From an optimization exercise on the open Yosys and OpenROAD flow, aimed at small area; shortcuts taken in it are not production practice.
Function was checked by simulation only, so behaviour that the tests miss may differ from the original.
The clock port is modelled as an ideal driver; clocking choices that lean on that would not hold on a real chip.
Power is estimated from default activity; no workload was simulated.

**flow/config.mk**
```make
export PLATFORM = sky130hd
export DESIGN_NAME = timer
export DESIGN_NICKNAME = timer
export VERILOG_FILES = /design/flow/design.v
export SDC_FILE = /design/flow/constraint.sdc
export NUM_CORES = 4
export LEC_CHECK = 0
export CAP_MARGIN = 0
export CORE_MARGIN = 2
export CORE_UTILIZATION = 40
export SLEW_MARGIN = 0
export SYNTH_HIERARCHICAL = 1
```
**flow/constraint.sdc**
```tcl
create_clock -name core_clock -period 5.0 [get_ports {clk}]
set_input_delay 1.0000 -clock core_clock [delete_from_list [all_inputs] [get_ports {clk}]]
set_output_delay 1.0000 -clock core_clock [all_outputs]
set_load 0.01 [all_outputs]
```
**flow/design.v**
```verilog
`default_nettype none
module timer_sel (
    input  wire          sel,
    input  wire          sel_n,
    input  wire [31 : 0] a,
    input  wire [31 : 0] b,
    output wire [31 : 0] y
);
  assign y = ({32{sel}} & a) | ({32{sel_n}} & b);
endmodule   
module timer_sel_n (
    input  wire          sel,
    input  wire          sel_n,
    input  wire [31 : 0] a,
    input  wire [31 : 0] b,
    output wire [31 : 0] y
);
  assign y = ~(({32{sel}} & a) | ({32{sel_n}} & b));
endmodule   
`default_nettype none
module timer (
    input wire clk,
    input wire reset_n,
    input wire cs,
    input wire we,
    input  wire [ 7 : 0] address,
    input  wire [31 : 0] write_data,
    output wire [31 : 0] read_data,
    output wire          ready
);
  localparam ADDR_CTRL = 8'h08;
  localparam ADDR_STATUS = 8'h09;
  localparam ADDR_PRESCALER = 8'h0a;
  localparam ADDR_TIMER = 8'h0b;
  reg  [31 : 0] prescaler_reg;
  reg           prescaler_valid;
  reg  [31 : 0] timer_reg;
  reg           timer_valid;
  reg  [31 : 0] prescaler_ctr_n;   
  reg           prescaler_ctr_valid;
  reg  [31 : 0] timer_ctr;
  reg           timer_ctr_valid;
  reg           running_reg;
  reg           pending_reg;
  wire          wr = cs & we;
  wire          rd = cs & ~we;
  wire          wr_ctrl = wr & (address == ADDR_CTRL);
  wire          wr_prescaler = wr & (address == ADDR_PRESCALER) & ~running_reg;
  wire          wr_timer = wr & (address == ADDR_TIMER) & ~running_reg;
  wire          start = pending_reg & ~running_reg;
  wire          stop = pending_reg & running_reg;
  wire          tick = ~prescaler_ctr_valid | (&prescaler_ctr_n[31 : 1]);
  wire          last = ~timer_ctr_valid | (timer_ctr[31 : 1] == 31'h0);
  wire          cont = running_reg & ~stop & ~(tick & last);
  wire          running_new = running_reg ? cont : start;
  wire          prescaler_load = ~running_reg | tick;
  wire [31 : 0] prescaler_ctr_n_new;
  timer_sel_n prescaler_ctr_sel (
      .sel(prescaler_load),
      .sel_n(~prescaler_load),
      .a(prescaler_reg),
      .b(~(prescaler_ctr_n + 32'h1)),
      .y(prescaler_ctr_n_new)
  );
  wire [31 : 0] prescaler_new;
  timer_sel prescaler_new_sel (
      .sel(wr_prescaler),
      .sel_n(~wr_prescaler),
      .a(write_data),
      .b(prescaler_reg),
      .y(prescaler_new)
  );
  wire [31 : 0] timer_new;
  timer_sel timer_new_sel (
      .sel(wr_timer),
      .sel_n(~wr_timer),
      .a(write_data),
      .b(timer_reg),
      .y(timer_new)
  );
  reg  [31 : 0] timer_flip;
  integer i;
  always @* begin
    timer_flip[0] = running_reg & tick;
    for (i = 1; i < 32; i = i + 1) timer_flip[i] = timer_flip[i-1] & ~timer_ctr[i-1];
  end
  always @(posedge clk) begin
    prescaler_reg <= prescaler_new;
    timer_reg <= timer_new;
    prescaler_ctr_n <= prescaler_ctr_n_new;
    if (prescaler_load) prescaler_ctr_valid <= prescaler_valid;
    if (!running_new) timer_ctr <= timer_new;
    else timer_ctr <= timer_ctr - {31'h0, running_reg & tick};
    if (!reset_n) begin
      prescaler_valid <= 1'h0;
      timer_valid     <= 1'h0;
      timer_ctr_valid <= 1'h0;
      running_reg     <= 1'h0;
      pending_reg     <= 1'h0;
    end
    else begin
      prescaler_valid <= prescaler_valid | wr_prescaler;
      timer_valid     <= timer_valid | wr_timer;
      if (!running_new) timer_ctr_valid <= timer_valid | wr_timer;
      running_reg     <= running_new;
      pending_reg     <= wr_ctrl & (running_new ? write_data[1] : write_data[0]);
    end
  end
  wire sel_status = rd & (address == ADDR_STATUS);
  wire sel_prescaler = rd & (address == ADDR_PRESCALER) & prescaler_valid;
  wire sel_timer = rd & (address == ADDR_TIMER) & timer_ctr_valid;
  assign read_data = ({32{sel_prescaler}} & prescaler_reg) |
                     ({32{sel_timer}} & timer_ctr) |
                     {31'h0, sel_status & running_reg};
  assign ready = cs;
endmodule   
```
**flow/flow/run.sh**
```bash
#!/bin/bash
# Standard ORFS layout (the standard.sh) with these changes:
#  - synthesis maps logic with an area-oriented ABC script (flow/synth.tcl, flow/area.abc);
#  - ports are buffered with buf_1;
#  - a hand-built clock tree (flow/cts_tree.tcl): one clkbuf_8 root driving
#    CLOCK_TREE_LEAVES clkbuf_8 leaves, each driving one cluster of flip-flops;

set -euo pipefail
HERE=$(pwd)
export AREA_ABC_SCRIPT=$HERE/flow/area.abc
export BUFFER_PORTS_ARGS="-buffer_cell sky130_fd_sc_hd__buf_1"
export CLOCK_TREE_LEAVES=8
export PRE_CTS_TCL=$HERE/flow/cts_tree.tcl
# TritonCTS then only looks at the clock port's net, which has a single sink, and skips it.
export CTS_ARGS="-clk_nets clk -buf_list sky130_fd_sc_hd__clkbuf_8"

sed "s#SYNTH_SCRIPT=[^ ]*#SYNTH_SCRIPT=$HERE/flow/synth.tcl#" standard.sh > my_standard.sh
grep -q "SYNTH_SCRIPT=$HERE/flow/synth.tcl" my_standard.sh
bash my_standard.sh > standard.log 2>&1
```
**flow/flow/area.abc**
```
&get -n
&st
&syn2
&dch
&nf -R 1000
&st
&syn2
&dch
&nf -R 1000
&put
topo
stime -c
```
**flow/flow/cts_tree.tcl**
```tcl
# PRE_CTS hook: build the clock tree by hand. The flip-flops are split into
# CLOCK_TREE_LEAVES k-means clusters of about equal size; each cluster gets a clkbuf_8 at its
# centre, and one clkbuf_8 root at the centre of the leaves drives them all, so the clock
# port drives a single cell pin. TritonCTS then finds no clock net left to buffer.
proc manual_clock_tree { nb cell rootcell } {
  set block [ord::get_db_block]
  set clknet [$block findNet clk]
  set sinks {}
  foreach it [$clknet getITerms] {
    set inst [$it getInst]
    set bb [$inst getBBox]
    lappend sinks [list $it [expr {([$bb xMin] + [$bb xMax]) / 2}] [expr {([$bb yMin] + [$bb yMax]) / 2}]]
  }
  set n [llength $sinks]
  set srt [lsort -integer -command {apply {{a b} {expr {([lindex $a 1]+[lindex $a 2]) - ([lindex $b 1]+[lindex $b 2])}}}} $sinks]
  set cen {}
  for {set g 0} {$g < $nb} {incr g} {
    set s [lindex $srt [expr {(2 * $g + 1) * $n / (2 * $nb)}]]
    lappend cen [list [lindex $s 1] [lindex $s 2]]
  }
  set cap [expr {($n + $nb - 1) / $nb + 2}]
  for {set iter 0} {$iter < 30} {incr iter} {
    # balanced assignment: nearest centre first, with a size cap per cluster
    set pairs {}
    set i 0
    foreach s $sinks {
      set g 0
      foreach c $cen {
        set d [expr {abs([lindex $s 1] - [lindex $c 0]) + abs([lindex $s 2] - [lindex $c 1])}]
        lappend pairs [list $d $i $g]
        incr g
      }
      incr i
    }
    set pairs [lsort -integer -index 0 $pairs]
    set asg [lrepeat $n -1]
    set cnt [lrepeat $nb 0]
    foreach p $pairs {
      lassign $p d i g
      if {[lindex $asg $i] >= 0} continue
      if {[lindex $cnt $g] >= $cap} continue
      lset asg $i $g
      lset cnt $g [expr {[lindex $cnt $g] + 1}]
    }
    set newcen {}
    for {set g 0} {$g < $nb} {incr g} {
      set sx 0; set sy 0; set k 0
      for {set i 0} {$i < $n} {incr i} {
        if {[lindex $asg $i] == $g} {
          set s [lindex $sinks $i]
          set sx [expr {$sx + [lindex $s 1]}]; set sy [expr {$sy + [lindex $s 2]}]; incr k
        }
      }
      if {$k > 0} { lappend newcen [list [expr {$sx / $k}] [expr {$sy / $k}]] } else { lappend newcen [lindex $cen $g] }
    }
    set cen $newcen
  }
  set master [[ord::get_db] findMaster $cell]
  set rx 0; set ry 0
  for {set g 0} {$g < $nb} {incr g} {
    set buf [odb::dbInst_create $block $master "clkbuf_leaf_$g"]
    set net [odb::dbNet_create $block "clknet_leaf_$g"]
    $net setSigType CLOCK
    $buf setLocation [lindex $cen $g 0] [lindex $cen $g 1]
    $buf setPlacementStatus PLACED
    [$buf findITerm X] connect $net
    set rx [expr {$rx + [lindex $cen $g 0]}]; set ry [expr {$ry + [lindex $cen $g 1]}]
  }
  set root [odb::dbInst_create $block [[ord::get_db] findMaster $rootcell] "clkbuf_root"]
  set rnet [odb::dbNet_create $block "clknet_root"]
  $rnet setSigType CLOCK
  $root setLocation [expr {$rx / $nb}] [expr {$ry / $nb}]
  $root setPlacementStatus PLACED
  [$root findITerm X] connect $rnet
  for {set g 0} {$g < $nb} {incr g} {
    [[$block findInst "clkbuf_leaf_$g"] findITerm A] connect $rnet
  }
  for {set i 0} {$i < $n} {incr i} {
    set it [lindex $sinks $i 0]
    $it disconnect
    $it connect [$block findNet "clknet_leaf_[lindex $asg $i]"]
  }
  [$root findITerm A] connect $clknet
  puts "manual clock tree: $n sinks, $nb leaves, cluster sizes $cnt"
}

manual_clock_tree $::env(CLOCK_TREE_LEAVES) sky130_fd_sc_hd__clkbuf_8 sky130_fd_sc_hd__clkbuf_8
```
**flow/flow/synth.tcl**
```tcl
# synth_recipe.tcl with one change: ABC maps the logic with flow/area.abc, an area-oriented
# script, instead of ORFS's speed script. Registers are mapped before ABC, so they stay the
# same as in the standard synthesis.
proc synth {args} { yosys synth -nofsm -noshare {*}$args }
proc abc {args} {
  set i [lsearch -exact $args -script]
  if { $i >= 0 } { lset args [expr {$i + 1}] $::env(AREA_ABC_SCRIPT) }
  yosys abc {*}$args
}
source $::env(SCRIPTS_DIR)/synth.tcl
# left out here: clear keep_hierarchy, flatten, clean up, hide names made inside functions, write 1_2_yosys.v
```
**flow/standard.sh**
```bash
#!/bin/bash
# synth_recipe.tcl (not shown) runs the flow's synth.tcl, then flattens the netlist and writes it again
# the make line also repeats each setting of config.mk as NAME=value (left out here)
make -C /OpenROAD-flow-scripts/flow DESIGN_CONFIG=/design/flow/config.mk WORK_HOME=/design/flow/orfs CLKGATE_MAP_FILE= SYNTH_SCRIPT=/design/flow/synth_recipe.tcl "${@:-finish}"
```
==> flow_metrics.tcl, run 1 <==
set metrics [dict create \
    clk_latency_ns 0.40 \
    wl_per_cell_um 17.7 \
    syn_nets 580 \
    p_switching_mw 0.462 \
    ir_drop_uv 154 \
    dpl.hpwl_mm 9.69 \
    antenna_found_initial 0 \
    wl_met2_mm 6.44 \
    power_frac_comb 0.119 \
    ctsResizeCount 0 \
    synth_top_area_frac 0.497 \
    ios 77 \
    grt_usage 0.195 \
    syn_area_per_cell_um2 10.1 \
    cpMostUsedCell "nand3_1" \
    yosysWarnings 7 \
    leakagePower_nw 2.25 \
    via_per_inst 5.62 \
    critical_path_required_ns 5.33 \
    final-hold-violation-count 0 \
    power.share.switching 0.254 \
    fin_crit_sh 0.780 \
    rows 42 \
    arrival_ns 4.23 \
    met3_length_um 664 \
    drtPass1Iterations 4 \
    grt_max_degree 37 \
    synth_fa_ha_area_frac 0.00700 \
    fmaxAchievable_mhz 256 \
    synth-async-reset-ratio 0 \
    synth_simple_gate_area_frac 0.144 \
    synth_edf_count 1 \
    ys.flop_type "dfxtp_1" \
    synth_top_family_by_area "compound AO/OA/AOI/OAI gates" \
    start_util 0.406 \
    crit_chain "and3_1 -> nand3_1 -> nor2_1 -> nand3_1 -> clkinv_1 -> nand3_1 -> o21a_1 -> nor2b_1 -> ha_1 -> nand3_1 -> or3_1 -> or4_1 -> nor3_1 -> nand2_1 -> or3_1 -> xor2_1 -> a21oi_1" \
    start_kind "flop" \
    clk_pin_slew_ns 0.09 \
    maxUsedRoutingLayer "met4" \
    power_mw 1.82 \
    reg2reg_depth 17 \
    diodes 0 \
    core_area_um2 13200 \
    hold_buffers 0 \
    syn_area_um2 5360 \
    seq_power_share 0.616 \
    yosys-top-cells-count "133 x dfxtp_1, 95 x a22o_1, 56 x nor2_1" \
    port_buffers 76 \
    drtIter0Drc 262 \
    cp-end-kind "flop" \
    place_area_um2 5960 \
    timing.final.setup_violations 0 \
    synth_xor_area_frac 0.0849 \
    vias 4502 \
    grt_pass1_vias 4630 \
    multi_input_area_um2 2660 \
    synth_mux_area_frac 0.00583 \
    holdCritPathClass "flop to flop" \
    clock_skew_ns 0.0283 \
    synth_top_area_cell "dfxtp_1" \
    regToRegSetupSlack_ns 1.10 \
    place_inst 792 \
    post_cts_buffers 0 \
    synth_cell_types 36 \
    synth-compound-area-share 0.246 \
    fin_setup_tns_ns 0 \
    synth.area.top_cells "dfxtp_1 50%, a22o_1 16%, a22oi_1 4.5%" \
    m1WireLength_mm 6.93 \
    yosys_register_bits 134 \
    power.density_nw_per_um2 299 \
    synthCells 533 \
    max-slew-margin-rel 0.239 \
    tightestPinTransition_ns 1.12 \
    regArea_um2 2690 \
    rsz0062_at_grt "no" \
    status "timing/DRC/antenna clean" \
    seq_area_frac_synth 0.502 \
    crit_type "flop to flop" \
    yosysMostFrequentCell "dfxtp_1" \
    grt_pass1_wl_mm 23.3 \
    die-width_um 120 \
    clkPwrFrac 0.265 \
    die_h_um 120 \
    slew_viol_final 0 \
    die-area_um2 14300 \
    overflow 0 \
    area.growth.synth_to_final_pct 13.5 \
    p_int_mw 1.36 \
    layoutNonFillerInstCount 801 \
    critical_path.slowest_cell "or4_1" \
    place_congestion 0.788 \
    cap_violations 0 \
    fin_area_um2 6090 \
    ant_nets 0 \
    drc 0 \
    fillCellCount 1321 \
    drt-total-wl_mm 14.2 \
    nets 674 \
    whs_path_depth 1 \
    crit_fanout 5 \
    critPathMaxStageDelay_ns 0.45 \
    min_period_ns 3.90 \
    drive_gt1_frac 0.0320 \
]
==> worst max-delay path, delay by kind of cell, from the launching register on <==
kind / cells / cell delay [ns]
AOI/OAI and AO/OA: 2 / 0.35
and+or+nand+nor: 12 / 2.67
adders and majority gates: 1 / 0.23
xor gates and xnor gates: 1 / 0.15
buffers and inverters: 1 / 0.06
DFF: 1 / 0.39
==> through the flow <==
stage	worst slack, ns	util	hold slack [ns]
after floorplan	0.440	-	0.422
after global placement	1.19	0.452	0.443
after detailed placement	1.12	0.452	0.448
after CTS	1.09	0.461	0.448
after global routing	0.743	0.461	0.490
final	1.10	0.461	0.467
==> modules after synthesis (local to each module, per instance) <==
module	cell area (µm²)	times used
timer	4560	1
timer_sel	280	2
timer_sel_n	240	1
==> worst paths after layout <==
kind	to	start
max	timer_ctr[31]	prescaler_ctr_n[12]
max reg2reg	timer_ctr[31]	prescaler_ctr_n[12]
min reg2reg	timer_valid	timer_valid
min	timer_valid	timer_valid
==> power by group through the flow <==
stage	logic (mW)	clock network [mW]	registers (mW)
floorplan	0.164	0	1.14
global placement	0.211	0	1.15
detailed placement	0.216	0	1.15
CTS	0.218	0.349	1.15
global route	0.242	0.543	1.13
finish	0.217	0.482	1.12
==> area by class of cell <==
class | count | area share
Timing Repair Buffer | 84 | 0.0567
Tap cell | 176 | 0.0362
Buffer | 9 | 0.0204
Multi-Input combinational cell | 385 | 0.436
Sequential cell | 134 | 0.442
Inverter | 13 | 0.00802
==> placed cells by master, fill, tap and decap left out, types with 3 or more instances in the layout <==
master	synthesis	routed
nand3_1	21	21
a22oi_1	32	32
xnor2_1	25	25
buf_4	1	8
xor2_1	27	27
nand2_1	23	23
a31oi_1	8	8
dfxtp_1	133	133
or3_1	5	5
nor2_1	56	56
nor3_1	11	11
and3_1	8	8
ha_1	3	3
o21ai_0	3	3
o21a_1	3	3
clkinv_1	13	13
nor4_1	6	6
nand2b_1	3	3
clkbuf_8	0	9
a21oi_1	24	24
a22o_1	95	95
and2_0	3	3
buf_1	0	76
nand4_1	8	8
==> per-layer routing <==
layer	track usage	vias up
li1	-	2208
met1	0.269	2165
met2	0.335	111
met3	0.0204	18
met4	0.0331	0
met5	0	-
==> logic make-up (layout without fill, tap and decap cells) <==
kind of cell | Yosys count | in the layout
AOI/OAI and AO/OA | 169 | 169
and+or+nand+nor | 158 | 158
DFF | 134 | 134
xor gates and xnor gates | 52 | 52
buffers and inverters | 14 | 106
adders and majority gates | 3 | 3
muxes | 3 | 3
==> run 2: changes to the inputs <==
--- a/flow/flow/run.sh
+++ b/flow/flow/run.sh
@@ -3,5 +3,5 @@
 #  - synthesis maps logic with an area-oriented ABC script (flow/synth.tcl, flow/area.abc);
 #  - ports are buffered with buf_1;
-#  - a hand-built clock tree (flow/cts_tree.tcl): one clkbuf_8 root driving
+#  - a hand-built clock tree (flow/cts_tree.tcl): one clkbuf_4 root driving
 #    CLOCK_TREE_LEAVES clkbuf_8 leaves, each driving one cluster of flip-flops;
 
==> flow/flow/area.abc (replaced) <==
&get -n
&st
&syn3
&dch
&nf -R 1000
&st
&syn3
&dch
&nf -R 1000
&put
topo
stime -c
--- a/flow/flow/cts_tree.tcl
+++ b/flow/flow/cts_tree.tcl
@@ -1,5 +1,5 @@
 # PRE_CTS hook: build the clock tree by hand. The flip-flops are split into
 # CLOCK_TREE_LEAVES k-means clusters of about equal size; each cluster gets a clkbuf_8 at its
-# centre, and one clkbuf_8 root at the centre of the leaves drives them all, so the clock
+# centre, and one clkbuf_4 root at the centre of the leaves drives them all, so the clock
 # port drives a single cell pin. TritonCTS then finds no clock net left to buffer.
 proc manual_clock_tree { nb cell rootcell } {
@@ -85,3 +85,3 @@
 }
 
-manual_clock_tree $::env(CLOCK_TREE_LEAVES) sky130_fd_sc_hd__clkbuf_8 sky130_fd_sc_hd__clkbuf_8
+manual_clock_tree $::env(CLOCK_TREE_LEAVES) sky130_fd_sc_hd__clkbuf_8 sky130_fd_sc_hd__clkbuf_4
==> run 2 against run 1 <==
Effect of this change:
- via count is 0.60% higher
- sequential cell count did not move
- largest power group unchanged
- clock power down 2%
- core utilization is 0.98 points higher
- final cell count rose by 0.50%
- still clean
- critical path type unchanged
==> flow_metrics.tcl, run 2 <==
set metrics [dict create \
    seq_area_frac_synth 0.508 \
    tightestPinTransition_ns 0.904 \
    synth_cell_types 35 \
    status "timing/DRC/antenna clean" \
    fin_crit_sh 0.936 \
    holdCritPathClass "flop to flop" \
    grt_pass1_vias 4352 \
    drc 0 \
    drtIter0Drc 327 \
    ios 77 \
    place_area_um2 5960 \
    crit_fanout 4 \
    clk_latency_ns 0.50 \
    wl_per_cell_um 17.5 \
    hold_buffers 0 \
    synth_top_area_cell "dfxtp_1" \
    regToRegSetupSlack_ns 0.32 \
    arrival_ns 5.09 \
    final-hold-violation-count 0 \
    fmaxAchievable_mhz 214 \
    grt_usage 0.192 \
    power_mw 1.82 \
    ir_drop_uv 193 \
    yosys_register_bits 134 \
    overflow 0 \
    die_h_um 119 \
    synth_top_area_frac 0.503 \
    hp-start "timer_reg[11]" \
    clk_pin_slew_ns 0.11 \
    yosysWarnings 7 \
    start_util 0.405 \
    start_kind "flop" \
    core_area_um2 13100 \
    synth_edf_count 1 \
    area.growth.synth_to_final_pct 16.4 \
    clock_skew_ns 0.0232 \
    worst_slack_ns 0.318 \
    leakagePower_nw 2.29 \
    fin_area_um2 6170 \
    synth-async-reset-ratio 0 \
    vias 4529 \
    die-area_um2 14200 \
    syn_area_per_cell_um2 10.1 \
    yosys-top-cells-count "133 x dfxtp_1, 95 x a22o_1, 58 x nor2_1" \
    ant_nets 0 \
    max-slew-margin-rel 0.384 \
    syn_nets 572 \
    final_cell_mix "131 x dfxtp_1, 95 x a22o_1, 76 x buf_1" \
    synth.area.top_cells "dfxtp_1 50%, a22o_1 16%, xor2_1 4.8%" \
    crit_type "flop to flop" \
    whs_path_depth 1 \
    cap_violations 0 \
    cp-end-kind "flop" \
    synthCells 525 \
    min_period_ns 4.68 \
    drive_gt1_frac 0.0764 \
    syn_area_um2 5300 \
    via_per_inst 5.63 \
    layout_commonest_cell "dfxtp_1" \
    grt_pass1_wl_mm 22.9 \
    dpl.hpwl_mm 9.48 \
    timing.rr.end "timer_ctr[28]" \
    timing.final.setup_violations 0 \
    holdPathEnd "timer_reg[11]" \
    power.density_nw_per_um2 295 \
    grt_max_degree 36 \
    drtPass1Iterations 6 \
    post-place-ws_ns 0.0158 \
    yosysMostFrequentCell "dfxtp_1" \
    timing.hold.ws_ns 0.481 \
    critical_path_required_ns 5.41 \
    drt-total-wl_mm 14.1 \
    nets 677 \
    die-width_um 119 \
    port_buffers 76 \
    rows 42 \
    slew_viol_final 0 \
    ys.flop_type "dfxtp_1" \
    place_congestion 0.798 \
    antenna_found_initial 0 \
    reg2reg_depth 22 \
    worstReg2RegStart "prescaler_ctr_n[9]" \
]
==> run 2: cell types whose count changed in the layout (fill, tap and decap cells not counted), sizes merged, moves of 3 or more <==
cell / before / now
and3: 8 / 4
nand2: 23 / 26
o31ai: 0 / 4
or3: 5 / 2
nor3: 11 / 14
nor4: 6 / 2
buf: 84 / 95
==> run 2: worst max-delay path by stage <==
stage | start | to
6_report | prescaler_ctr_n[9] | timer_ctr[28]
5_1_grt | prescaler_ctr_n[9] | timer_ctr[31]
4_1_cts | prescaler_ctr_n[9] | timer_ctr[31]
3_5_place_dp | prescaler_ctr_n[9] | timer_ctr[28]
3_3_place_gp | prescaler_ctr_n[9] | timer_ctr[28]
2_1_floorplan | prescaler_ctr_n[8] | timer_ctr[28]
==> run 2: what timing repair did <==
action / in CTS / in global routing
pin swaps: 0 / 6
gates resized for setup: 2 / 16
setup endpoints to repair: 3 / 7
buffers inserted: 0 / 4
==> run 2: where the power goes <==
part	internal, mW	switching [mW]
clock	0.152	0.320
combinational	0.103	0.121
sequential	1.10	0.0255
==> run 2: worst max-delay path: stages, from the launching register on <==
cell	delay (ns)
dfxtp_2	0.37
and4_4	0.25
nand4_1	0.13
nor2_2	0.14
and4_1	0.22
nand3_1	0.12
nor2_2	0.16
and4_1	0.23
nand3_1	0.12
nor2_2	0.14
nand4_1	0.15
o31a_1	0.35
nor2b_1	0.13
ha_2	0.19
ha_1	0.18
nor3b_4	0.23
nand3_2	0.11
nor3_2	0.28
nand3_2	0.13
or4_4	0.47
o31ai_1	0.22
o211ai_1	0.12
o21a_1	0.16
==> run 2: cells by family after synthesis <==
logic type | share of synthesized area
XOR/XNOR | 0.0860
AND/OR/NAND/NOR | 0.133
multiplexers | 0.00378
adder cells (fa/ha/maj) | 0.00709
flip-flops | 0.508
AO/OA/AOI/OAI | 0.253
buffers and inverters | 0.00921
==> run 2: layout make-up <==
cell class | instances | area, µm²
fillers | 1256 | 6920
flip-flops and latches | 134 | 2700
multi-input cells | 379 | 2660
repair buffers | 95 | 428
well taps | 176 | 220
plain buffers | 9 | 118
inverters | 11 | 41.3
diodes | 1 | 2.50
==> run 2: routing by layer <==
metal / vias up / part of all wire / track usage
met5: - / 0 / 0
met4: 0 / 0.018 / 0.0223
met3: 20 / 0.054 / 0.0172
met1: 2190 / 0.47 / 0.274
met2: 127 / 0.46 / 0.325
li1: 2192 / - / -
==> run 2: per-stage QoR <==
stage               utilization  cells  setup TNS, ns
floorplan                     -    525              0
global route              0.471    804        -0.0385
CTS                       0.465    800              0
detailed placement        0.455    791              0
finish                    0.471    805              0
global placement          0.455    791              0
==> run 2: per-module statistics from Yosys (local to each module, per instance) <==
module | flip-flops and latches | cells
timer | 134 | 429
timer_sel_n | 0 | 32
timer_sel | 0 | 32
==> run 3: changes to the inputs <==
--- a/flow/design.v
+++ b/flow/design.v
@@ -18,4 +18,21 @@
   assign y = ~(({32{sel}} & a) | ({32{sel_n}} & b));
 endmodule   
+module timer_hold_n (
+    input  wire          sel,
+    input  wire [31 : 0] a,
+    input  wire [31 : 0] q,
+    output wire [31 : 0] y
+);
+  assign y = ~(({32{sel}} & a) | ({32{~sel}} & ~q));
+endmodule   
+module timer_read (
+    input  wire          sel_a_n,
+    input  wire [31 : 0] a_n,
+    input  wire          sel_b_n,
+    input  wire [31 : 0] b_n,
+    output wire [31 : 0] y
+);
+  assign y = ~(({32{sel_a_n}} | a_n) & ({32{sel_b_n}} | b_n));
+endmodule   
 `default_nettype none
 module timer (
@@ -33,11 +50,11 @@
   localparam ADDR_PRESCALER = 8'h0a;
   localparam ADDR_TIMER = 8'h0b;
-  reg  [31 : 0] prescaler_reg;
+  reg  [31 : 0] prescaler_reg_n;   
   reg           prescaler_valid;
   reg  [31 : 0] timer_reg;
   reg           timer_valid;
-  reg  [31 : 0] prescaler_ctr_n;   
+  reg  [31 : 0] prescaler_ctr;
   reg           prescaler_ctr_valid;
-  reg  [31 : 0] timer_ctr;
+  reg  [31 : 0] timer_ctr_n;   
   reg           timer_ctr_valid;
   reg           running_reg;
@@ -50,24 +67,23 @@
   wire          start = pending_reg & ~running_reg;
   wire          stop = pending_reg & running_reg;
-  wire          tick = ~prescaler_ctr_valid | (&prescaler_ctr_n[31 : 1]);
-  wire          last = ~timer_ctr_valid | (timer_ctr[31 : 1] == 31'h0);
+  wire          tick = ~prescaler_ctr_valid | (prescaler_ctr[31 : 1] == 31'h0);
+  wire          last = ~timer_ctr_valid | (&timer_ctr_n[31 : 1]);
   wire          cont = running_reg & ~stop & ~(tick & last);
   wire          running_new = running_reg ? cont : start;
+  wire [31 : 0] prescaler_reg_n_new;
+  timer_hold_n prescaler_reg_sel (
+      .sel(wr_prescaler),
+      .a(write_data),
+      .q(prescaler_reg_n),
+      .y(prescaler_reg_n_new)
+  );
   wire          prescaler_load = ~running_reg | tick;
-  wire [31 : 0] prescaler_ctr_n_new;
+  wire [31 : 0] prescaler_ctr_new;
   timer_sel_n prescaler_ctr_sel (
       .sel(prescaler_load),
       .sel_n(~prescaler_load),
-      .a(prescaler_reg),
-      .b(~(prescaler_ctr_n + 32'h1)),
-      .y(prescaler_ctr_n_new)
-  );
-  wire [31 : 0] prescaler_new;
-  timer_sel prescaler_new_sel (
-      .sel(wr_prescaler),
-      .sel_n(~wr_prescaler),
-      .a(write_data),
-      .b(prescaler_reg),
-      .y(prescaler_new)
+      .a(prescaler_reg_n),
+      .b(~(prescaler_ctr - 32'h1)),
+      .y(prescaler_ctr_new)
   );
   wire [31 : 0] timer_new;
@@ -79,17 +95,19 @@
       .y(timer_new)
   );
-  reg  [31 : 0] timer_flip;
-  integer i;
-  always @* begin
-    timer_flip[0] = running_reg & tick;
-    for (i = 1; i < 32; i = i + 1) timer_flip[i] = timer_flip[i-1] & ~timer_ctr[i-1];
-  end
+  wire          timer_dec = running_reg & tick;
+  wire [31 : 0] timer_ctr_n_new;
+  timer_sel_n timer_ctr_sel (
+      .sel(running_new),
+      .sel_n(~running_new),
+      .a(~(timer_ctr_n + {31'h0, timer_dec})),
+      .b(timer_new),
+      .y(timer_ctr_n_new)
+  );
   always @(posedge clk) begin
-    prescaler_reg <= prescaler_new;
-    timer_reg <= timer_new;
-    prescaler_ctr_n <= prescaler_ctr_n_new;
+    prescaler_reg_n <= prescaler_reg_n_new;
+    timer_reg       <= timer_new;
+    prescaler_ctr   <= prescaler_ctr_new;
+    timer_ctr_n     <= timer_ctr_n_new;
     if (prescaler_load) prescaler_ctr_valid <= prescaler_valid;
-    if (!running_new) timer_ctr <= timer_new;
-    else timer_ctr <= timer_ctr - {31'h0, running_reg & tick};
     if (!reset_n) begin
       prescaler_valid <= 1'h0;
@@ -110,7 +128,13 @@
   wire sel_prescaler = rd & (address == ADDR_PRESCALER) & prescaler_valid;
   wire sel_timer = rd & (address == ADDR_TIMER) & timer_ctr_valid;
-  assign read_data = ({32{sel_prescaler}} & prescaler_reg) |
-                     ({32{sel_timer}} & timer_ctr) |
-                     {31'h0, sel_status & running_reg};
+  wire [31 : 0] read_regs;
+  timer_read read_sel (
+      .sel_a_n(~sel_prescaler),
+      .a_n(prescaler_reg_n),
+      .sel_b_n(~sel_timer),
+      .b_n(timer_ctr_n),
+      .y(read_regs)
+  );
+  assign read_data = read_regs | {31'h0, sel_status & running_reg};
   assign ready = cs;
 endmodule   
==> run 3 against run 2 <==
Effect of this change:
- highest routed layer unchanged
- global-route usage is 0.11 points lower
- core utilization down 0.53 points
- register-to-register slack better by 0.52 ns
- final cell count shrank 1.9%
- critical path type unchanged
- fmax increased by 13%
- first-iteration DRC count fell by 20%
==> flow_metrics.tcl, run 3 <==
set metrics [dict create \
    final_cell_mix "133 x dfxtp_1, 76 x buf_1, 64 x a22oi_1" \
    yosysWarnings 7 \
    ctsResizeCount 0 \
    crit_chain "or4_1 -> or3_1 -> or3_1 -> o41ai_1 -> and2_0 -> ha_1 -> and3_1 -> nand2_1 -> nor3_1 -> and3_1 -> nand2_1 -> xor2_1 -> a22oi_1" \
    cp_top_family "simple AND/OR/NAND/NOR gates" \
    fin_crit_sh 0.832 \
    nets 666 \
    ir_drop_uv 118 \
    synth_cell_types 38 \
    syn_nets 573 \
    min_period_ns 4.16 \
    yosys-top-cells-count "133 x dfxtp_1, 64 x a22oi_1, 56 x nor2_1" \
    critical_path.slowest_cell "or4_1" \
    final-hold-violation-count 0 \
    overflow 0 \
    grt_max_degree 66 \
    area.growth.synth_to_final_pct 13.3 \
    wl_per_cell_um 17.5 \
    power.share.switching 0.234 \
    grt_pass1_wl_mm 22.4 \
    ios 77 \
    crit_type "flop to flop" \
    fmaxAchievable_mhz 240 \
    start_util 0.411 \
    die_h_um 118 \
    layout_commonest_cell "dfxtp_1" \
    seq_power_share 0.670 \
    synth_top_area_frac 0.511 \
    synth_edf_count 1 \
    clk_pin_slew_ns 0.11 \
    hold_buffers 0 \
    ys.flop_type "dfxtp_1" \
    dpl.hpwl_mm 9.16 \
    vias 4444 \
    rows 41 \
    place_congestion 0.822 \
    power_frac_comb 0.054 \
    syn_area_per_cell_um2 9.90 \
    seq_area_frac_synth 0.517 \
    clkPwrFrac 0.275 \
    synth.area.top_cells "dfxtp_1 51%, a22oi_1 9.2%, a22o_1 5.4%" \
    path_buf_inv 0 \
    synth_top_area_cell "dfxtp_1" \
    syn_area_um2 5210 \
    critical_path_required_ns 5.44 \
    leakagePower_nw 1.99 \
    drive_gt1_frac 0.0292 \
    post_cts_buffers 0 \
    holdCritPathClass "flop to flop" \
    crit_fanout 6 \
    slew_viol_final 0 \
    yosys_register_bits 134 \
    clk_latency_ns 0.52 \
    p_int_mw 1.31 \
    cap_violations 0 \
    die-width_um 118 \
    p_switching_mw 0.399 \
    yosysMostFrequentCell "dfxtp_1" \
    critPathMaxStageDelay_ns 0.57 \
    power.density_nw_per_um2 289 \
    ant_nets 0 \
    cp-end-kind "flop" \
    drtIter0Drc 262 \
    grt_pass1_vias 4401 \
    start_kind "flop" \
    timing.hold.ws_ns 0.483 \
    tightestPinTransition_ns 1.16 \
    antenna_found_initial 1 \
    rsz0062_at_grt "no" \
    port_buffers 76 \
    drt-total-wl_mm 13.8 \
    synthCells 526 \
    clock_skew_ns 0.0415 \
    arrival_ns 4.60 \
    drtPass1Iterations 4 \
    via_per_inst 5.63 \
    core_area_um2 12700 \
    drc 0 \
    max-slew-margin-rel 0.220 \
    die-area_um2 14000 \
    status "timing/DRC/antenna clean" \
    fin_setup_tns_ns 0 \
    timing.final.setup_violations 0 \
    synth-async-reset-ratio 0 \
    grt_usage 0.191 \
]
run 3: cell count changes after synthesis, sizes merged, moves of 7 or more:
cell   change
a21oi     +11
xnor2      +8
xor2       -8
nor4       +7
a22o      -63
a31oi      -8
o22ai     +32
a22oi     +32
run 3: final cells by class:
cell class	count	area [µm²]
diodes	1	2.50
plain buffers	9	118
fillers	1258	6770
inverters	8	30.0
multi-input cells	383	2510
flip-flops and latches	134	2690
well taps	172	215
repair buffers	83	338
run 3: power groups by stage:
stage               clock [mW]  combinational, mW  sequential (mW)
floorplan                    0             0.0617             1.16
global placement             0             0.0892             1.17
detailed placement           0             0.0921             1.17
CTS                      0.340             0.0929             1.17
global route             0.519              0.105             1.15
finish                   0.469             0.0926             1.14
run 3: cells by family after synthesis:
logic type      count (synthesis)  synth area share
mux                             2           0.00384
buf+inv                         9           0.00721
xor+xnor                       52            0.0874
compound gates                177             0.238
flops                         134             0.517
fa+ha+maj                       3           0.00721
simple gates                  149             0.139
run 3: path summary, 6_finish.rpt:
check | startpoint | endpoint | slack, ns | cells past startpoint
max | prescaler_ctr[17] | timer_ctr_n[19] | 0.84 | 13
min | timer_reg[2] | timer_reg[2] | 0.48 | 1
max reg2reg | prescaler_ctr[17] | timer_ctr_n[19] | 0.84 | 13
min reg2reg | timer_reg[2] | timer_reg[2] | 0.48 | 1
run 3: routing by layer:
metal,up-vias,track usage,routed length (µm)
li1,2180,-,-
met1,2154,0.254,6240
met2,97,0.342,6780
met3,13,0.0189,623
met4,0,0.0248,180
met5,-,0,0
run 3: worst reg2reg max path, stage by stage, from the launching register on:
cell and delay (ns):
dfxtp_1 0.37, or4_1 0.57, or3_1 0.36, or3_1 0.38
o41ai_1 0.46, and2_0 0.23, ha_1 0.27, and3_1 0.24
nand2_1 0.17, nor3_1 0.34, and3_1 0.29, nand2_1 0.09
xor2_1 0.15, a22oi_1 0.18
run 3: metrics by stage:
stage          instances  power, mW  setup slack, ns  utilization  area, µm²
2_1_floorplan        526       1.22            0.289            -       5220
3_3_place_gp         780       1.25            0.983        0.456       5780
3_5_place_dp         780       1.26            0.884        0.456       5780
4_1_cts              789       1.60            0.864        0.466       5900
5_1_grt              789       1.77            0.399        0.466       5900
6_report             790       1.70            0.840        0.466       5900
run 3: modules after synthesis, one instance, submodules excluded:
module        copies in the design  flip-flops and latches  cells  area [µm²]
timer                            1                     134    334        3970
timer_sel                        1                       0     32         280
timer_read                       1                       0     32         200
timer_sel_n                      2                       0     32         240
timer_hold_n                     1                       0     64         280
==> run 4: changes to the inputs <==
--- a/flow/flow/run.sh
+++ b/flow/flow/run.sh
@@ -3,5 +3,5 @@
 #  - synthesis maps logic with an area-oriented ABC script (flow/synth.tcl, flow/area.abc);
 #  - ports are buffered with buf_1;
-#  - a hand-built clock tree (flow/cts_tree.tcl): one clkbuf_4 root driving
+#  - a hand-built clock tree (flow/cts_tree.tcl): one clkbuf_8 root driving
 #    CLOCK_TREE_LEAVES clkbuf_8 leaves, each driving one cluster of flip-flops;
 
==> flow/flow/area.abc (replaced) <==
&get -n
&st
&syn2
&dch
&nf -R 1000
&st
&syn2
&dch
&nf -R 1000
&put
topo
stime -c
--- a/flow/flow/cts_tree.tcl
+++ b/flow/flow/cts_tree.tcl
@@ -1,5 +1,5 @@
 # PRE_CTS hook: build the clock tree by hand. The flip-flops are split into
 # CLOCK_TREE_LEAVES k-means clusters of about equal size; each cluster gets a clkbuf_8 at its
-# centre, and one clkbuf_4 root at the centre of the leaves drives them all, so the clock
+# centre, and one clkbuf_8 root at the centre of the leaves drives them all, so the clock
 # port drives a single cell pin. TritonCTS then finds no clock net left to buffer.
 proc manual_clock_tree { nb cell rootcell } {
@@ -85,3 +85,3 @@
 }
 
-manual_clock_tree $::env(CLOCK_TREE_LEAVES) sky130_fd_sc_hd__clkbuf_8 sky130_fd_sc_hd__clkbuf_4
+manual_clock_tree $::env(CLOCK_TREE_LEAVES) sky130_fd_sc_hd__clkbuf_8 sky130_fd_sc_hd__clkbuf_8
==> run 4 against run 3 <==
Effect of this change:
- core utilization up 0.23 points
- largest cell class unchanged
- sequential share of layout area down 0.40 points
- wire length down 2.8%
- cell area up 0.89%
- still clean on timing, DRC and antenna
- sequential cell count unchanged
- clock power up 4%
- register-to-register slack worse by 0.13 ns
- first-iteration DRC count down 9.5%
- total power up 0.88%
- hold slack worse by 0.0014 ns
- final cell count up 1.4%
==> flow_metrics.tcl, run 4 <==
set metrics [dict create \
    yosys_register_bits 134 \
    synthCells 535 \
    yosysWarnings 7 \
    cp-end-kind "flop" \
    area.growth.synth_to_final_pct 13.7 \
    rsz0062_at_grt "no" \
    final-hold-violation-count 0 \
    leakagePower_nw 2.03 \
    status "timing/DRC/antenna clean" \
    crit_type "flop to flop" \
    ant_nets 0 \
    min_period_ns 4.29 \
    crit_chain "or4_1 -> or3_1 -> nor4_1 -> nand2_1 -> o41ai_1 -> and2_0 -> ha_1 -> nand2_1 -> nor2_1 -> and2_0 -> and3_1 -> nand3_1 -> xor2_1 -> a22oi_1" \
    place_congestion 0.803 \
    critical_path_required_ns 5.34 \
    die-area_um2 14000 \
    grt_pass1_vias 4386 \
    syn_nets 582 \
    cap_violations 0 \
    diodes 0 \
    yosysMostFrequentCell "dfxtp_1" \
    post_cts_buffers 0 \
    critPathMaxStageDelay_ns 0.56 \
    dpl.hpwl_mm 9.38 \
    synth_edf_count 1 \
    ios 77 \
    place_area_um2 5830 \
    drtIter0Drc 237 \
    synth_cell_types 35 \
    synth-async-reset-ratio 0 \
    yosys-top-cells-count "133 x dfxtp_1, 64 x a22oi_1, 60 x nor2_1" \
    drtPass1Iterations 5 \
    path_buf_inv 0 \
    drive_gt1_frac 0.0334 \
    synth_top_area_frac 0.508 \
    ys.flop_type "dfxtp_1" \
    clk_pin_slew_ns 0.11 \
    die_h_um 118 \
    clk_latency_ns 0.41 \
    fillCellCount 1332 \
    timing.final.setup_violations 0 \
    critical_path.slowest_cell "or4_1" \
    power.density_nw_per_um2 289 \
    syn_area_um2 5240 \
    fin_crit_sh 0.858 \
    rows 41 \
    slew_viol_final 0 \
    timing.hold.ws_ns 0.482 \
    worst_slack_ns 0.711 \
    die-width_um 118 \
    crit_fanout 5 \
    seq_area_frac_synth 0.514 \
    via_per_inst 5.49 \
    grt_pass1_wl_mm 22.0 \
    nets 678 \
    wl_per_cell_um 16.8 \
    grt_max_degree 66 \
    clock_skew_ns 0.0217 \
    max-slew-margin-rel 0.504 \
    start_kind "flop" \
    ctsResizeCount 0 \
    post-place-ws_ns 0.670 \
    synth_top_area_cell "dfxtp_1" \
    synth.area.top_cells "dfxtp_1 51%, a22oi_1 9.2%, a22o_1 5.4%" \
    port_buffers 76 \
    drt-total-wl_mm 13.4 \
    final_cell_mix "133 x dfxtp_1, 76 x buf_1, 64 x a22oi_1" \
    layout_commonest_cell "dfxtp_1" \
    holdCritPathClass "flop to flop" \
    arrival_ns 4.63 \
    ir_drop_uv 156 \
    antenna_found_initial 0 \
    vias 4396 \
    fin_setup_tns_ns 0 \
    core_area_um2 12700 \
    hold_buffers 0 \
    overflow 0 \
    fin_area_um2 5960 \
    utilization 0.468 \
    syn_area_per_cell_um2 9.79 \
    cp_top_family "simple AND/OR/NAND/NOR gates" \
    drc 0 \
    fmaxAchievable_mhz 233 \
    grt_usage 0.185 \
    tightestPinTransition_ns 0.742 \
    start_util 0.412 \
]
run 4: cell count changes after synthesis, sizes merged, moves of 3 or more:
cell,delta
nor2,+4
nand2,+9
nand2b,-3
nand3,-4
or3,-4
xor2,+5
clkinv,+4
run 4: layout make-up:
| type | instances | area (µm²) | share of cell area |
|---|---|---|---|
| Sequential cell | 134 | 2690 | 0.452 |
| Timing Repair Buffer | 86 | 360 | 0.0605 |
| Multi-Input combinational cell | 388 | 2520 | 0.423 |
| Tap cell | 172 | 215 | 0.0361 |
| Inverter | 12 | 45.0 | 0.00756 |
| Buffer | 9 | 124 | 0.0208 |
run 4: through the flow:
step,cells,power (mW)
final,801,1.72
after global routing,801,1.79
after CTS,801,1.61
after detailed placement,792,1.26
after global placement,792,1.25
after floorplan,535,1.22
run 4: power breakdown:
| part | internal, mW | total, mW | switching [mW] |
|---|---|---|---|
| registers | 1.11 | 1.14 | 0.0347 |
| clock network | 0.163 | 0.487 | 0.324 |
| logic | 0.0455 | 0.0901 | 0.0446 |
run 4: path summary, 6_finish.rpt:
check / from / to / slack (ns) / depth (start not counted)
worst max-delay path: prescaler_ctr[9] / timer_ctr_n[19] / 0.71 / 14
worst min-delay path: timer_valid / timer_valid / 0.48 / 1
worst max register to register: prescaler_ctr[9] / timer_ctr_n[19] / 0.71 / 14
worst min register to register: timer_valid / timer_valid / 0.48 / 1
run 4: cells by family after synthesis:
kind of cell    Yosys count  synth area share
simple gates            152             0.137
xor+xnor                 56            0.0937
flops                   134             0.514
fa+ha+maj                 3           0.00717
mux                       3           0.00573
compound gates          174             0.232
buf+inv                  13            0.0100
run 4: per-layer routing:
layer	track usage	vias up	wire (µm)
met5	0	-	0
met4	0.0305	0	255
met3	0.0174	20	464
met2	0.323	84	6300
met1	0.251	2099	6410
li1	-	2193	-
run 4: per-module statistics from Yosys (local to each module, per instance):
| module | area (µm²) | flip-flops and latches | copies in the design |
|---|---|---|---|
| timer_sel_n | 240 | 0 | 2 |
| timer_read | 200 | 0 | 1 |
| timer | 4000 | 134 | 1 |
| timer_hold_n | 280 | 0 | 1 |
| timer_sel | 280 | 0 | 1 |
==> run 5: changes to the inputs <==
==> flow/flow/area.abc (replaced) <==
&get -n
&st
&syn3
&dch
&nf -R 1000
&st
&syn3
&dch
&nf -R 1000
&put
topo
stime -c
==> run 5 against run 4 <==
Effect of this change:
- global-route usage grew 0.61 points
- via count is 0.39% higher
- die area decreased by 0.49%
- core utilization down 0.20 points
- cell area shrank 0.82%
- first-iteration DRC count grew 0.84%
- critical path type unchanged
- largest power group unchanged
- highest routed layer unchanged
==> flow_metrics.tcl, run 5 <==
set metrics [dict create \
    core_area_um2 12700 \
    wl_per_cell_um 17.5 \
    synth_simple_gate_area_frac 0.139 \
    fin_crit_sh 0.834 \
    min_period_ns 4.17 \
    ys.flop_type "dfxtp_1" \
    clock_skew_ns 0.0395 \
    critical_path.slowest_cell "or4_1" \
    yosys_register_bits 134 \
    syn_area_um2 5210 \
    seq_area_frac_synth 0.517 \
    clk_latency_ns 0.42 \
    synthCells 526 \
    syn_area_per_cell_um2 9.90 \
    power.density_nw_per_um2 291 \
    die_h_um 118 \
    diodes 0 \
    synth_top_area_frac 0.511 \
    synth_top_area_cell "dfxtp_1" \
    cap_violations 0 \
    dpl.hpwl_mm 9.16 \
    yosysMostFrequentCell "dfxtp_1" \
    fmaxAchievable_mhz 240 \
    synth_cell_types 38 \
    ctsResizeCount 0 \
    synth_edf_count 1 \
    worstSetupEndpoint "timer_ctr_n[20]" \
    drc 0 \
    nets 666 \
    yosys-top-cells-count "133 x dfxtp_1, 64 x a22oi_1, 56 x nor2_1" \
    die-width_um 118 \
    synth_top_family_by_area "compound AO/OA/AOI/OAI gates" \
    critical_path_required_ns 5.35 \
    crit_fanout 6 \
    yosysWarnings 7 \
    antenna_found_initial 0 \
    syn_nets 573 \
    slew_viol_final 0 \
    crit_type "flop to flop" \
    fin_setup_tns_ns 0 \
    grt_usage 0.191 \
    place_inst 780 \
    post_cts_buffers 0 \
    area.growth.synth_to_final_pct 13.4 \
    overflow 0 \
    grt_max_degree 66 \
    place_congestion 0.822 \
    start_kind "flop" \
    cp-startpoint "prescaler_ctr[17]" \
    synth_xor_area_frac 0.0874 \
    layout_commonest_cell "dfxtp_1" \
    final-hold-violation-count 0 \
    reg2reg_depth 13 \
    via_per_inst 5.59 \
    synth.area.top_cells "dfxtp_1 51%, a22oi_1 9.2%, a22o_1 5.4%" \
    clk_pin_slew_ns 0.11 \
    status "timing/DRC/antenna clean" \
    die-area_um2 14000 \
    start_util 0.411 \
    tightestPinTransition_ns 1.16 \
    synth-async-reset-ratio 0 \
    ant_nets 0 \
    grt_pass1_wl_mm 22.4 \
    synth-compound-area-share 0.238 \
    worstReg2RegStart "prescaler_ctr[17]" \
    hold_buffers 0 \
    port_buffers 76 \
    fillCellCount 1260 \
    cp-end-kind "flop" \
    synth_mux_area_frac 0.00384 \
    arrival_ns 4.51 \
    grt_pass1_vias 4401 \
    drt-total-wl_mm 13.8 \
    holdCritPathClass "flop to flop" \
    ir_drop_uv 129 \
    drtIter0Drc 239 \
    leakagePower_nw 2.00 \
    layoutNonFillerInstCount 789 \
    rows 41 \
    synth_fa_ha_area_frac 0.00720 \
    timing.rr.end "timer_ctr_n[20]" \
    regToRegSetupSlack_ns 0.83 \
    timing.hold.ws_ns 0.481 \
    rsz0062_at_grt "no" \
    vias 4413 \
    timing.final.setup_violations 0 \
    max-slew-margin-rel 0.224 \
    final_cell_mix "133 x dfxtp_1, 76 x buf_1, 64 x a22oi_1" \
    crit_chain "or4_1 -> or3_1 -> or3_1 -> o41ai_1 -> and2_0 -> ha_1 -> and3_1 -> nand2_1 -> nor3_1 -> and3_1 -> nand3_1 -> xor2_1 -> a22oi_1" \
    critPathMaxStageDelay_ns 0.57 \
    drtPass1Iterations 4 \
    ios 77 \
    drive_gt1_frac 0.0292 \
]
[run 5: changes by cell type in the layout (fill, tap and decap cells not counted), moves of 3 or more]
| cell | delta |
|---|---|
| or3_1 | +4 |
| buf_4 | -3 |
| xor2_1 | -5 |
| nand2_1 | -9 |
| nand3_1 | +4 |
| nand2b_1 | +3 |
| clkinv_1 | -4 |
| nor2_1 | -4 |
[run 5: through the flow]
step / setup WS, ns / cell area, µm² / power [mW] / utilization
final: 0.832 / 5910 / 1.72 / 0.466
after global routing: 0.399 / 5910 / 1.78 / 0.466
after CTS: 0.864 / 5910 / 1.61 / 0.466
after detailed placement: 0.884 / 5780 / 1.26 / 0.456
after global placement: 0.983 / 5780 / 1.25 / 0.456
after floorplan: 0.289 / 5220 / 1.22 / -
[run 5: layer usage]
metal | vias up | wire length, µm | track usage
li1 | 2180 | - | -
met1 | 2137 | 6260 | 0.254
met2 | 82 | 6720 | 0.342
met3 | 14 | 636 | 0.0189
met4 | 0 | 193 | 0.0241
met5 | - | 0 | 0
[run 5: how the worst min path moves through the flow]
stage | startpoint | endpoint | slack [ns] | cells past startpoint
4_1_cts | timer_reg[12] | timer_reg[12] | 0.46 | 1
6_report | timer_reg[11] | timer_reg[11] | 0.48 | 1
2_1_floorplan | prescaler_valid | prescaler_ctr_valid | 0.43 | 0
5_1_grt | timer_reg[27] | timer_reg[27] | 0.50 | 1
3_5_place_dp | timer_reg[12] | timer_reg[12] | 0.45 | 1
3_3_place_gp | timer_reg[13] | timer_reg[13] | 0.45 | 1
[run 5: worst max-delay path, delay by kind of cell, from the launching register on]
| family | cells | cell delay (ns) |
|---|---|---|
| compound gates | 2 | 0.63 |
| simple gates | 9 | 2.70 |
| flops | 1 | 0.37 |
| fa+ha+maj | 1 | 0.27 |
| xor+xnor | 1 | 0.15 |
[run 5: logic make-up after synthesis]
kind of cell,after synthesis
compound gates,177
xor+xnor,52
fa+ha+maj,3
buf+inv,9
flops,134
mux,2
simple gates,149
[run 5: Yosys stat by module (local to each module, per instance)]
module | area (µm²) | flops+latches | times used
timer | 3970 | 134 | 1
timer_hold_n | 280 | 0 | 1
timer_read | 200 | 0 | 1
timer_sel | 280 | 0 | 1
timer_sel_n | 240 | 0 | 2
[run 5: layout make-up]
cell class                      instances  area, µm²  share of cell area
Buffer                                  9        124              0.0210
Inverter                                8       30.0             0.00508
Multi-Input combinational cell        383       2510               0.424
Sequential cell                       134       2690               0.456
Tap cell                              172        215              0.0364
Timing Repair Buffer                   83        338              0.0572
[run 5: power breakdown]
part / internal, mW / switching (mW)
combinational: 0.0458 / 0.0467
clock: 0.163 / 0.319
sequential: 1.11 / 0.0343
total: 1.32 / 0.400
==> run 6: changes to the inputs <==
--- a/flow/design.v
+++ b/flow/design.v
@@ -16,5 +16,5 @@
     output wire [31 : 0] y
 );
-  assign y = ~(({32{sel}} & a) | ({32{sel_n}} & b));
+  assign y = ~(({32{sel_n}} | a) & ({32{sel}} | b));
 endmodule   
 module timer_hold_n (
--- a/flow/config.mk
+++ b/flow/config.mk
@@ -8,5 +8,5 @@
 export CAP_MARGIN = 0
 export CORE_MARGIN = 2
-export CORE_UTILIZATION = 40
+export CORE_UTILIZATION = 60
 export SLEW_MARGIN = 0
 export SYNTH_HIERARCHICAL = 1
==> run 6 against run 5 <==
Effect of this change:
- core utilization grew 23 points
- first-iteration DRC count shrank 23%
- worst setup slack gained 0.094 ns
- final cell count shrank 8.4%
- sequential share of layout area grew 1.2 points
- die area shrank 33%
- total power shrank 0.81%
- critical path depth is the same
- critical endpoint unchanged
- largest power group unchanged
- highest routed layer unchanged
==> flow_metrics.tcl, run 6 <==
set metrics [dict create \
    layout_commonest_cell "dfxtp_1" \
    drc 0 \
    final-hold-violation-count 0 \
    final_cell_mix "133 x dfxtp_1, 96 x o22ai_1, 76 x buf_1" \
    grt_pass1_vias 4090 \
    status "timing/DRC/antenna clean" \
    power_frac_comb 0.054 \
    diodes 0 \
    path_buf_inv 0 \
    nets 667 \
    rsz0062_at_grt "no" \
    crit_chain "or4_1 -> or3_1 -> or3_1 -> o41ai_1 -> and2_0 -> ha_1 -> and3_1 -> nand2_1 -> nor3_1 -> and3_1 -> nand3_1 -> xor2_1 -> o22ai_1" \
    overflow 0 \
    wl_per_cell_um 17.8 \
    yosys-top-cells-count "133 x dfxtp_1, 96 x o22ai_1, 56 x nor2_1" \
    reg2reg_depth 13 \
    post_cts_buffers 0 \
    place_congestion 0.827 \
    clkPwrFrac 0.275 \
    drtPass1Iterations 4 \
    power.share.switching 0.227 \
    drive_gt1_frac 0.0307 \
    synth_fa_ha_area_frac 0.00732 \
    ios 77 \
    synth.area.top_cells "dfxtp_1 52%, o22ai_1 12%, a22o_1 5.5%" \
    core_area_um2 8260 \
    critPathMaxStageDelay_ns 0.55 \
    p_switching_mw 0.387 \
    hold_buffers 0 \
    area.growth.synth_to_final_pct 12.1 \
    synth_cell_types 37 \
    synth-compound-area-share 0.227 \
    die-area_um2 9310 \
    seq_area_frac_synth 0.525 \
    timing.final.setup_violations 0 \
    cap_violations 0 \
    holdCritPathClass "flop to flop" \
    syn_area_um2 5130 \
    via_per_inst 6.21 \
    clock_skew_ns 0.0268 \
    tightestPinTransition_ns 1.10 \
    cp.depth 13 \
    grt_pass1_wl_mm 19.8 \
    ctsResizeCount 0 \
    drtIter0Drc 183 \
    crit_type "flop to flop" \
    syn_nets 573 \
    rows 33 \
    p_int_mw 1.32 \
    fin_crit_sh 0.815 \
    synth_mux_area_frac 0.00390 \
    synth-async-reset-ratio 0 \
    whs_path_depth 1 \
    yosys_register_bits 134 \
    cp-end-kind "flop" \
    min_period_ns 4.07 \
    synth_edf_count 1 \
    power.density_nw_per_um2 296 \
    yosysMostFrequentCell "dfxtp_1" \
    synth_simple_gate_area_frac 0.141 \
    die_h_um 96.5 \
    synth_top_area_cell "dfxtp_1" \
    fin_setup_tns_ns 0 \
    place_inst 714 \
    synth_top_area_frac 0.519 \
    seq_power_share 0.671 \
    clk_pin_slew_ns 0.10 \
    vias 4493 \
    grt_max_degree 36 \
    syn_area_per_cell_um2 9.75 \
    synthCells 526 \
    slew_viol_final 0 \
    grt_usage 0.271 \
    ir_drop_uv 242 \
    synth_xor_area_frac 0.0888 \
    die-width_um 96.5 \
    cp_top_family "simple AND/OR/NAND/NOR gates" \
    port_buffers 76 \
    drt-total-wl_mm 12.9 \
    critical_path_required_ns 5.32 \
    start_util 0.621 \
    dpl.hpwl_mm 8.57 \
    critical_path.slowest_cell "or4_1" \
    clk_latency_ns 0.40 \
    fmaxAchievable_mhz 245 \
    crit_fanout 6 \
    synth_top_family_by_area "compound AO/OA/AOI/OAI gates" \
    leakagePower_nw 2.02 \
    max-slew-margin-rel 0.260 \
    start_kind "flop" \
    ys.flop_type "dfxtp_1" \
    utilization 0.696 \
    yosysWarnings 7 \
    layoutNonFillerInstCount 723 \
    ant_nets 0 \
    arrival_ns 4.39 \
    antenna_found_initial 0 \
]
==> run 6: cell count changes in the layout (fill, tap and decap cells not counted), sizes merged <==
cell,change
a22oi,-64
o22ai,+64
buf,+1
==> run 6: path summary, 6_finish.rpt <==
| check | from | to | slack, ns |
|---|---|---|---|
| max reg2reg | prescaler_ctr[17] | timer_ctr_n[20] | 0.93 |
| max | prescaler_ctr[17] | timer_ctr_n[20] | 0.93 |
| min | timer_reg[29] | timer_reg[29] | 0.48 |
| min reg2reg | timer_reg[29] | timer_reg[29] | 0.48 |
==> run 6: kinds of logic after synthesis <==
family	Yosys count
simple gates	149
fa+ha+maj	3
xor+xnor	52
mux	2
buf+inv	9
compound gates	177
flops	134
==> run 6: per-module statistics from Yosys (local to each module, per instance) <==
module        area (µm²)  cells inside  flops+latches  copies in the design
timer               3970           334            134                     1
timer_hold_n         280            64              0                     1
timer_sel            280            32              0                     1
timer_read           200            32              0                     1
timer_sel_n          200            32              0                     2
==> run 6: power groups by stage <==
stage / registers (mW) / clock network, mW / logic (mW)
after floorplan: 1.16 / 0 / 0.0610
after global placement: 1.16 / 0 / 0.0879
after detailed placement: 1.17 / 0 / 0.0903
after CTS: 1.17 / 0.349 / 0.0913
after global routing: 1.15 / 0.515 / 0.103
final: 1.14 / 0.469 / 0.0919
==> run 6: area by class of cell <==
cell class                 instances  area [µm²]
sequential                       134        2690
fill                             707        2510
multi-input combinational        383        2430
timing repair buffer              84         345
tap                              105         131
buffer                             9         124
inverter                           8        30.0
==> run 6: stage by stage <==
stage	power (mW)	hold slack, ns	worst slack [ns]	area [µm²]
after floorplan	1.22	0.430	0.289	5140
after detailed placement	1.26	0.453	0.939	5630
after CTS	1.61	0.459	0.932	5750
after global routing	1.77	0.493	0.474	5750
after global placement	1.25	0.451	1.03	5630
final	1.70	0.481	0.926	5750
==> run 6: layer usage <==
layer / share of wire / track usage / wire length [µm]
met1: 0.46 / 0.381 / 5900
met2: 0.46 / 0.443 / 5880
met3: 0.072 / 0.0349 / 926
met4: 0.015 / 0.0681 / 189
met5: 0 / 0 / 0
==> run 7: changes to the inputs <==
--- a/flow/config.mk
+++ b/flow/config.mk
@@ -8,5 +8,5 @@
 export CAP_MARGIN = 0
 export CORE_MARGIN = 2
-export CORE_UTILIZATION = 60
+export CORE_UTILIZATION = 40
 export SLEW_MARGIN = 0
 export SYNTH_HIERARCHICAL = 1
==> run 7 against run 6 <==
Effect of this change:
- sequential power about the same
- worst setup slack worse by 0.076 ns
- synthesized area unchanged
- clock skew down 0.0060 ns
- critical path depth unchanged
- sequential cell count unchanged
- register-to-register slack worse by 0.08 ns
- combinational power about the same
- core utilization down 23 points
- cell area up 1.5%
- critical path type unchanged
- critical endpoint unchanged
- largest cell class unchanged
==> flow_metrics.tcl, run 7 <==
set metrics [dict create \
    status "timing/DRC/antenna clean" \
    synth.area.top_cells "dfxtp_1 52%, o22ai_1 12%, a22o_1 5.5%" \
    cp-startpoint "prescaler_ctr[17]" \
    seq_power_share 0.666 \
    ir_drop_uv 206 \
    synth_edf_count 1 \
    yosysMostFrequentCell "dfxtp_1" \
    syn_nets 573 \
    synth-async-reset-ratio 0 \
    critical_path_required_ns 5.32 \
    drt-total-wl_mm 13.5 \
    nets 667 \
    yosys-top-cells-count "133 x dfxtp_1, 96 x o22ai_1, 56 x nor2_1" \
    rsz0062_at_grt "no" \
    overflow 0 \
    die-area_um2 13700 \
    cp-end-kind "flop" \
    worstReg2RegStart "prescaler_ctr[17]" \
    place_congestion 0.864 \
    ios 77 \
    core_area_um2 12600 \
    post-place-ws_ns 0.942 \
    dpl.hpwl_mm 9.19 \
    power.share.switching 0.232 \
    rows 41 \
    syn_area_um2 5130 \
    layout_commonest_cell "dfxtp_1" \
    die_h_um 117 \
    seq_area_frac_synth 0.525 \
    clkPwrFrac 0.280 \
    start_util 0.408 \
    synth_top_area_cell "dfxtp_1" \
    slew_viol_final 0 \
    hp-start "prescaler_reg_n[27]" \
    yosys_register_bits 134 \
    worst_slack_ns 0.850 \
    ant_nets 0 \
    max-slew-margin-rel 0.337 \
    grt_pass1_vias 4304 \
    port_buffers 76 \
    cap_violations 0 \
    clk_pin_slew_ns 0.11 \
    drc 0 \
    final-hold-violation-count 0 \
    p_int_mw 1.32 \
    vias 4391 \
    fin_crit_sh 0.830 \
    synth_cell_types 37 \
    clock_skew_ns 0.0209 \
    arrival_ns 4.47 \
    p_switching_mw 0.398 \
    holdCritPathClass "flop to flop" \
    final_cell_mix "133 x dfxtp_1, 96 x o22ai_1, 76 x buf_1" \
    ys.flop_type "dfxtp_1" \
    drtIter0Drc 240 \
    drtPass1Iterations 4 \
    min_period_ns 4.15 \
    power.density_nw_per_um2 294 \
    grt_pass1_wl_mm 21.6 \
    hold_buffers 0 \
    timing.final.setup_violations 0 \
    tightestPinTransition_ns 0.988 \
    synthCells 526 \
    power_frac_comb 0.054 \
    drive_gt1_frac 0.0307 \
    grt_max_degree 66 \
    antenna_found_initial 0 \
    crit_fanout 6 \
    leakagePower_nw 2.02 \
    timing.hold.ws_ns 0.483 \
    post_cts_buffers 0 \
    diodes 0 \
    wl_per_cell_um 17.1 \
    syn_area_per_cell_um2 9.75 \
    fmaxAchievable_mhz 241 \
    grt_usage 0.193 \
    synth_top_area_frac 0.519 \
    die-width_um 117 \
    area.growth.synth_to_final_pct 13.7 \
    via_per_inst 5.56 \
    crit_type "flop to flop" \
    ctsResizeCount 0 \
    yosysWarnings 7 \
    start_kind "flop" \
    clk_latency_ns 0.40 \
    fin_setup_tns_ns 0 \
]
==> run 7: path summary, 6_finish.rpt <==
check                                    endpoint  slack (ns)  depth (start not counted)
worst max-delay path              timer_ctr_n[20]        0.85                         13
worst min-delay path            prescaler_ctr[27]        0.48                          1
worst max register to register    timer_ctr_n[20]        0.85                         13
worst min register to register  prescaler_ctr[27]        0.48                          1
==> run 7: worst max-delay path, cell delays in order (launching register included) <==
cell and delay, ns:
dfxtp_1 0.36, or4_1 0.57, or3_1 0.36, or3_1 0.38, o41ai_1 0.43, and2_0 0.23
ha_1 0.28, and3_1 0.25, nand2_1 0.17, nor3_1 0.35, and3_1 0.30, nand3_1 0.11
xor2_1 0.15, o22ai_1 0.14
==> run 7: layer usage <==
layer | share of wire | track usage
met1 | 0.45 | 0.262
met2 | 0.49 | 0.343
met4 | 0.013 | 0.0259
met5 | 0 | 0
met3 | 0.044 | 0.0191
==> run 7: power by group through the flow <==
stage | logic, mW | clock network, mW | registers (mW)
after floorplan | 0.0610 | 0 | 1.16
after global placement | 0.0884 | 0 | 1.17
after detailed placement | 0.0913 | 0 | 1.17
after CTS | 0.0920 | 0.349 | 1.17
after global routing | 0.103 | 0.537 | 1.15
final | 0.0921 | 0.480 | 1.14
==> run 7: area by class of cell <==
class,instances,area (µm²)
fill,1241,6730
sequential,134,2690
multi-input combinational,383,2430
timing repair buffer,84,345
tap,172,215
buffer,9,124
inverter,8,30.0
==> run 7: logic make-up after synthesis <==
logic type                 share of synthesized area
DFF                                            0.525
muxes                                        0.00390
adders and majority gates                    0.00732
xor gates and xnor gates                      0.0888
AOI/OAI and AO/OA                              0.227
buffers and inverters                        0.00732
and+or+nand+nor                                0.141
==> run 7: per-stage QoR <==
step | utilization | cells | cell area [µm²] | total power [mW]
detailed placement | 0.454 | 781 | 5710 | 1.26
floorplan | - | 526 | 5140 | 1.22
global placement | 0.454 | 781 | 5710 | 1.25
CTS | 0.464 | 790 | 5830 | 1.61
finish | 0.464 | 790 | 5830 | 1.71
global route | 0.464 | 790 | 5830 | 1.79
==> run 7: modules after synthesis, one instance, submodules excluded <==
| module | flip-flops and latches | area [µm²] | times used | cells inside |
|---|---|---|---|---|
| timer | 134 | 3970 | 1 | 334 |
| timer_hold_n | 0 | 280 | 1 | 64 |
| timer_read | 0 | 200 | 1 | 32 |
| timer_sel | 0 | 280 | 1 | 32 |
| timer_sel_n | 0 | 200 | 2 | 32 |

static timing again, ports no longer ideal:
In the flow no input, the clock included, has a driving cell. The finished layouts below were timed again as built, in two steps.
Step 1 sets driving cells, clkbuf_16 on the clock port and buf_2 on the other inputs (assumed; they add their load-dependent delay and slew).
Step 2 times the ports against the registers' clock, not the clock port: input delays grow and output delays shrink by t, the midpoint of the rising clock arrivals with the driver on.
Three values: ideal, step 1, step 2; two values: the first two.
run | t, ns | setup WS [ns] | worst hold slack (ns) | latest minus earliest clock arrival (ns) | worst slew at a driven data input, ns
run 1 | 0.424 | 1.101 / 1.101 / 1.101 | 0.467 / 0.467 / 0.467 | 0.028 / 0.028 | 0.04
run 2 | 0.528 | 0.318 / 0.318 / 0.318 | 0.481 / 0.481 / 0.481 | 0.023 / 0.023 | 0.04
run 3 | 0.536 | 0.840 / 0.840 / 0.840 | 0.483 / 0.483 / 0.483 | 0.042 / 0.042 | 0.03
run 4 | 0.435 | 0.711 / 0.711 / 0.711 | 0.482 / 0.482 / 0.482 | 0.022 / 0.022 | 0.03
run 5 | 0.435 | 0.832 / 0.832 / 0.832 | 0.481 / 0.481 / 0.481 | 0.039 / 0.039 | 0.04
run 6 | 0.421 | 0.926 / 0.926 / 0.926 | 0.481 / 0.481 / 0.481 | 0.027 / 0.027 | 0.03
run 7 | 0.426 | 0.850 / 0.850 / 0.850 | 0.483 / 0.483 / 0.483 | 0.021 / 0.021 | 0.04
After both steps setup and hold are still met in every run listed.
